Context: an optimization exercise on an open-source flow, tuned for small area and a short achievable clock period. The choices shown serve that exercise and are no tape-out recipe.
Where RTL was checked, it was by simulation tests only, not by an equivalence proof against the original.
Power is estimated from default activity; no workload was simulated.

==> inputs of v32 <==
## single_cycle
module single_cycle (
   input  logic           clk_i,
   input  logic           rst_ni,
   input  logic  [W-1:0]  io_sw_i,
   input  logic  [W-1:0]  imem_rdata_i,
   output logic  [W-1:0]  pc_debug_o,
   output logic  [W-1:0]  io_lcd_o,
   output logic  [W-1:0]  io_ledg_o,
   output logic  [W-1:0]  io_ledr_o,
   output logic  [W-1:0]  io_hex0_o,
   output logic  [W-1:0]  io_hex1_o,
   output logic  [W-1:0]  io_hex2_o,
   output logic  [W-1:0]  io_hex3_o,
   output logic  [W-1:0]  io_hex4_o,
   output logic  [W-1:0]  io_hex5_o,
   output logic  [W-1:0]  io_hex6_o,
   output logic  [W-1:0]  io_hex7_o
);
parameter W = 32;
logic [31:0] pc, pcD, instrD_r, iD;
logic        bubD;
logic        hazard, taken;
logic [31:0] target;
logic [31:0] opA, opX, opY, pcE;
logic        digA, digB, digBo;
logic        wenE, dmemE, buE, pcselE, brE, jalrE, validE;
logic [1:0]  wbE;
logic [3:0]  aluE;
logic [2:0]  f3E;
logic [4:0]  rdE;
logic [31:0] alu_data;
logic [31:0] alu_dataM, auxM, resM, ld_data;
logic [1:0]  wbM;
logic [2:0]  f3M;
logic [4:0]  rdM;
logic        wenM, dmemM;
logic [31:0] resW, wb_data;
logic [4:0]  rdW;
logic        wenW, hexW;
logic [3:0]  dig;
always_ff @(posedge clk_i or negedge rst_ni) begin
   if (!rst_ni)      pc <= 32'd0;
  ...
Settings: LEC_CHECK=0, CAP_MARGIN=20, CELL_PAD_IN_SITES_DETAIL_PLACEMENT=1, CELL_PAD_IN_SITES_GLOBAL_PLACEMENT=2, CORE_MARGIN=2, CORE_UTILIZATION=35, PLACE_DENSITY=0.5, SLEW_MARGIN=20; clock period 12.0 ns.
run.sh (not shown) runs the stock make flow with config.mk's settings and CLKGATE_MAP_FILE= SYNTH_SCRIPT=/design/flow/synth_recipe.tcl, a recipe that flattens the netlist after the stock synthesis.
==> v12 (differences from v32) <==
--- a/flow/design.v
+++ b/flow/design.v
@@ -19,13 +19,13 @@
 parameter W = 32;
 logic [31:0] pc, pcD, instrD_r, iD;
 logic        bubD;
 logic        hazard, taken;
 logic [31:0] target;
 logic [31:0] opA, opX, opY, pcE;
-logic        digA, digB, digBo;
+logic        digA, digB, digBo, subE;
 logic        wenE, dmemE, buE, pcselE, brE, jalrE, validE;
 logic [1:0]  wbE;
 logic [3:0]  aluE;
 logic [2:0]  f3E;
 logic [4:0]  rdE;
 logic [31:0] alu_data;
@@ -48,63 +48,67 @@
    else if (!hazard) bubD <= taken;
 end
 always_ff @(posedge clk_i) begin
    if (!hazard) instrD_r <= imem_rdata_i;
    pcD <= pc;
 end
-assign iD = bubD ? 32'd0 : instrD_r;
+assign iD = instrD_r;
 logic [4:0] opD, rs1D, rs2D, rdD;
 logic [2:0] f3D;
 assign opD  = iD[6:2];
 assign f3D  = iD[14:12];
-assign rs1D = iD[19:15];
-assign rs2D = iD[24:20];
-assign rdD  = iD[11:7];
+assign rs1D = bubD ? 5'd0 : iD[19:15];
+assign rs2D = bubD ? 5'd0 : iD[24:20];
+assign rdD  = bubD ? 5'd0 : iD[11:7];
 logic       wenD, dmemD, opaD, opbD, pcselD, brD, buD, jalrD;
+logic       wenDr, dmemDr, pcselDr;
 logic [1:0] wbD;
 logic [3:0] aluD;
+assign wenD   = wenDr | bubD;
+assign dmemD  = dmemDr & !bubD;
+assign pcselD = pcselDr & !bubD;
 always_comb begin
-   wenD = 1'b0; dmemD = 1'b0; opaD = 1'b0; opbD = 1'b0;
-   pcselD = 1'b0; brD = 1'b0; buD = 1'b0; wbD = 2'b00; aluD = 4'd0;
+   wenDr = 1'b0; dmemDr = 1'b0; opaD = 1'b0; opbD = 1'b0;
+   pcselDr = 1'b0; brD = 1'b0; buD = 1'b0; wbD = 2'b00; aluD = 4'd0;
    case (opD)
-      5'b11111: begin wbD = 2'b11; wenD = 1'b1; end                   
+      5'b11111: begin wbD = 2'b11; wenDr = 1'b1; end                   
       5'b01100: begin                                                 
-         wenD = 1'b1;
+         wenDr = 1'b1;
          case (f3D)
             3'b000: aluD = iD[30] ? 4'd1 : 4'd0;
             3'b001: aluD = 4'd5;
             3'b010: aluD = 4'd8;
             3'b011: begin aluD = 4'd9; buD = 1'b1; end
             3'b100: aluD = 4'd2;
             3'b101: aluD = iD[30] ? 4'd7 : 4'd6;
             3'b110: aluD = 4'd4;
             default: aluD = 4'd3;
          endcase
       end
       5'b00100: begin                                                 
-         wenD = 1'b1; opbD = 1'b1;
+         wenDr = 1'b1; opbD = 1'b1;
          case (f3D)
             3'b000: aluD = 4'd0;
             3'b001: aluD = 4'd5;
             3'b010: aluD = 4'd8;
             3'b011: begin aluD = 4'd9; buD = 1'b1; end
             3'b100: aluD = 4'd2;
             3'b101: aluD = iD[30] ? 4'd7 : 4'd6;
             3'b110: aluD = 4'd4;
             default: aluD = 4'd3;
          endcase
       end
-      5'b00000: begin wenD = 1'b1; opbD = 1'b1; wbD = 2'b01; end      
-      5'b01000: begin dmemD = 1'b1; opbD = 1'b1; end                  
+      5'b00000: begin wenDr = 1'b1; opbD = 1'b1; wbD = 2'b01; end      
+      5'b01000: begin dmemDr = 1'b1; opbD = 1'b1; end                  
       5'b11000: if (f3D[2:1] != 2'b01) begin                          
-         pcselD = 1'b1; brD = 1'b1; buD = f3D[1];
+         pcselDr = 1'b1; brD = 1'b1; buD = f3D[1];
       end
-      5'b01101: begin wenD = 1'b1; opbD = 1'b1; aluD = 4'd10; end     
-      5'b00101: begin wenD = 1'b1; opaD = 1'b1; opbD = 1'b1; end      
-      5'b11011: begin pcselD = 1'b1; wbD = 2'b10; wenD = 1'b1; end    
-      5'b11001: begin pcselD = 1'b1; wbD = 2'b10; wenD = 1'b1; end    
+      5'b01101: begin wenDr = 1'b1; opbD = 1'b1; aluD = 4'd10; end     
+      5'b00101: begin wenDr = 1'b1; opaD = 1'b1; opbD = 1'b1; end      
+      5'b11011: begin pcselDr = 1'b1; wbD = 2'b10; wenDr = 1'b1; end    
+      5'b11001: begin pcselDr = 1'b1; wbD = 2'b10; wenDr = 1'b1; end    
       default: ;
    endcase
 end
 assign jalrD = (iD[6:0] == 7'b1100111);
 logic [31:0] immI, immS, immB, immU, immJ, immX, immT, tgtD;
 assign immI = {{20{iD[31]}}, iD[31:20]};
@@ -123,35 +127,31 @@
    if (rf_we) rf[rdW] <= wb_data;
 end
 always_ff @(posedge clk_i or negedge rst_ni) begin
    if (!rst_ni)    rfv <= '0;
    else if (rf_we) rfv[rdW] <= 1'b1;
 end
-always_comb begin
-   rf_rs1 = 32'd0;
-   rf_rs2 = 32'd0;
-   for (int k = 1; k < 32; k++) begin
-      if (rs1D == 5'(k) && rfv[k]) rf_rs1 = rf[k];
-      if (rs2D == 5'(k) && rfv[k]) rf_rs2 = rf[k];
-   end
-end
+wire [31:0] rfv0 = {rfv, 1'b0};
+assign rf_rs1 = rfv0[rs1D] ? rf[rs1D] : 32'd0;
+assign rf_rs2 = rfv0[rs2D] ? rf[rs2D] : 32'd0;
 assign hazard = dmemE & validE & ((rdE == rs1D) | (rdE == rs2D));
 wire wenEv = wenE & validE;
 wire hexM  = (wbM == 2'b11);
 wire mA = (rs1D == rdE) & wenEv & (rdE != 5'd0);
 wire wA = (rs1D == rdM) & wenM  & (rdM != 5'd0);
 wire tA = (rs1D == rdW) & wenM  & (rdW != 5'd0);
 wire mB = (rs2D == rdE) & wenEv & (rdE != 5'd0);
 wire wB = (rs2D == rdM) & wenM  & (rdM != 5'd0);
 wire tB = (rs2D == rdW) & wenM  & (rdW != 5'd0);
 wire [31:0] rs1n = wA ? resM : (tA ? wb_data : rf_rs1);
 wire [31:0] rs2n = wB ? resM : (tB ? wb_data : rf_rs2);
 always_ff @(posedge clk_i) begin
-   opA   <= (mA & !opaD)  ? alu_data : (opaD  ? pcD  : rs1n);
-   opX   <= (mB & !opbD)  ? alu_data : (opbD  ? immX : rs2n);
-   opY   <= (mB & dmemD)  ? alu_data : (dmemD ? rs2n : tgtD);
+   opA   <= (mA & !opaD)  ? alu_data : (opaD  ? pcD  : (wA & hexM ? 32'd0 : rs1n));
+   opX   <= (mB & !opbD)  ? alu_data : (opbD  ? immX : (wB & hexM ? 32'd0 : rs2n));
+   opY   <= (mB & dmemD)  ? alu_data : (dmemD ? (wB & hexM ? 32'd0 : rs2n) : tgtD);
+   subE  <= (aluD == 4'd1);
    pcE   <= pcD;
    digA  <= !opaD & !mA & wA & hexM;
    digB  <= !mB & wB & hexM;
    digBo <= !opbD & !mB & wB & hexM;
    wenE  <= wenD;
    dmemE <= dmemD;
@@ -165,41 +165,58 @@
    rdE   <= rdD;
 end
 always_ff @(posedge clk_i or negedge rst_ni) begin
    if (!rst_ni) validE <= 1'b0;
    else         validE <= !(taken | hazard);
 end
-logic [31:0] a, b;
-assign a = digA  ? {28'd0, dig} : opA;
-assign b = digBo ? {28'd0, dig} : opX;
-logic        eq, ltu, lts, lt, cond;
+logic [3:0]  dA, dB;
+logic [31:0] a, b, bs;
+assign dA = digA  ? dig : 4'd0;
+assign dB = digBo ? dig : 4'd0;
+assign a  = {opA[31:4], opA[3:0] | dA};
+assign b  = {opX[31:4], opX[3:0] | dB};
+assign bs = subE ? ~b : b;
+logic [4:0]  s_lo;
+logic [27:0] s_h0, s_h1;
 logic [31:0] sum;
-assign eq  = (a == b);
-assign ltu = (a < b);
+assign s_lo = {1'b0, a[3:0]} + {1'b0, bs[3:0]} + {4'd0, subE};
+assign s_h0 = a[31:4] + bs[31:4];
+assign s_h1 = a[31:4] + bs[31:4] + 28'd1;
+assign sum  = {({28{s_lo[4]}} & s_h1) | ({28{~s_lo[4]}} & s_h0), s_lo[3:0]};
+logic        eq, ltu, lts, lt, cond, h_eq, h_lt, l_eq, l_lt;
+assign h_eq = (a[31:4] == b[31:4]);
+assign h_lt = (a[31:4] <  b[31:4]);
+assign l_eq = (a[3:0] == b[3:0]);
+assign l_lt = (a[3:0] <  b[3:0]);
+assign eq  = h_eq & l_eq;
+assign ltu = h_lt | (h_eq & l_lt);
 assign lts = (a[31] ^ b[31]) ? a[31] : (ltu | (eq & a[31]));
 assign lt  = buE ? ltu : lts;
-assign sum = (aluE == 4'd1) ? a - b : a + b;
-wire [63:0] sra = {{32{a[31]}}, a} >> b[4:0];
+wire [63:0] srx = {{32{a[31] & (aluE == 4'd7)}}, a} >> b[4:0];
 always_comb begin
    case (aluE)
       4'd0, 4'd1: alu_data = sum;
       4'd2:       alu_data = a ^ b;
       4'd3:       alu_data = a & b;
       4'd4:       alu_data = a | b;
       4'd5:       alu_data = a << b[4:0];
-      4'd6:       alu_data = a >> b[4:0];
-      4'd7:       alu_data = sra[31:0];
+      4'd6, 4'd7: alu_data = srx[31:0];
       4'd8, 4'd9: alu_data = {31'd0, lt};
       4'd10:      alu_data = b;
       default:    alu_data = 32'd0;
    endcase
 end
 assign cond   = f3E[2] ? (lt ^ f3E[0]) : (eq ^ f3E[0]);
 assign taken  = validE & pcselE & (!brE | cond);
-assign target = jalrE ? a + opY : opY;
-wire [31:0] sdE = digB ? {28'd0, dig} : opY;
+logic [4:0]  t_lo;
+logic [27:0] t_h0, t_h1;
+assign t_lo = {1'b0, a[3:0]} + {1'b0, opY[3:0]};
+assign t_h0 = a[31:4] + opY[31:4];
+assign t_h1 = a[31:4] + opY[31:4] + 28'd1;
+assign target = jalrE ? {({28{t_lo[4]}} & t_h1) | ({28{~t_lo[4]}} & t_h0), t_lo[3:0]} : opY;
+wire [31:0] sdE = {opY[31:4], opY[3:0] | (digB ? dig : 4'd0)};
 always_ff @(posedge clk_i) begin
    alu_dataM <= alu_data;
    auxM      <= (wbE == 2'b10) ? pcE + 32'd4 : sdE;
    wbM       <= wbE;
    f3M       <= f3E;
 end
- CORE_UTILIZATION: 35 -> 55
- PLACE_DENSITY: 0.5 -> 0.65
- SETUP_SLACK_MARGIN: not set -> 4
==> summary.txt <==
Of v32 and v12, v32 has the higher via count (gap about 4.6%, measured against v12). In v32 the non-clock buffer count is higher than in v12, by 194. In v32 the register-to-register slack is lower than in v12, by 810 ps. Between v32 and v12, the lower core utilization is in v32 (gap 21 points). Of v12 and v32, v32 has the higher first-iteration DRC count (gap 0.52%, measured against v32).
==> figures <==
Status: v32 no timing/DRC/antenna violations; v12 no timing/DRC/antenna violations
Area taken by flip-flops and latches: v32 68500 um^2; v12 67600 um^2
Power dissipated in sequential cells: v32 11.7 mW; v12 11.4 mW
Inserted Clock Buffers: v32 287; v12 238
Post-cts sizing count: v32 0; v12 9
Worst reg2reg path endpoint: v32 cstg[3]; v12 ccnt[2]
Biggest cell delay along the critical path: v32 870 ps; v12 590 ps
Final core area utilization: v32 41.6%; v12 62.8%
Sequential-to-total area share from yosys stat: v32 58.7%; v12 57.2%
Arrival time at the worst endpoint: v32 10580 ps; v12 8400 ps
Clock transition at the registers of the reported paths: v32 60 ps; v12 80 ps
Function not checked in v12: the RTL went through the layout flow alone.

## port drivers added, routing unchanged
In the flow no input, the clock included, has a driving cell. The finished layouts below were timed again as built, in two steps.
Step 1 (the two cells are an assumption about what drives the block):
set clk [get_ports {clk_i}]
set_driving_cell -lib_cell sky130_fd_sc_hd__clkbuf_16 $clk
set_driving_cell -lib_cell sky130_fd_sc_hd__buf_2 [delete_from_list [all_inputs] $clk]
Step 2, shift: input delay + t, output delay - t, t = (earliest + latest rising clock arrival at the registers) / 2. This alone moves slack from input paths to output paths.
Slacks: no drivers / after step 1 / after step 2; pairs: no drivers / after step 1.
run | t (ns) | setup slack, ns | worst setup path at the end | cell pins on the clock port's net
v32 | 1.039 | 2.210 / 2.312 / 1.273 | input to register | 1
v12 | 1.028 | 4.375 / 4.461 / 3.434 | input to register | 1
After both steps setup and hold are still met in every run listed. For v12, which loses most, drivers alone change the setup slack by +0.086 ns; drivers and shift together by -0.941 ns.
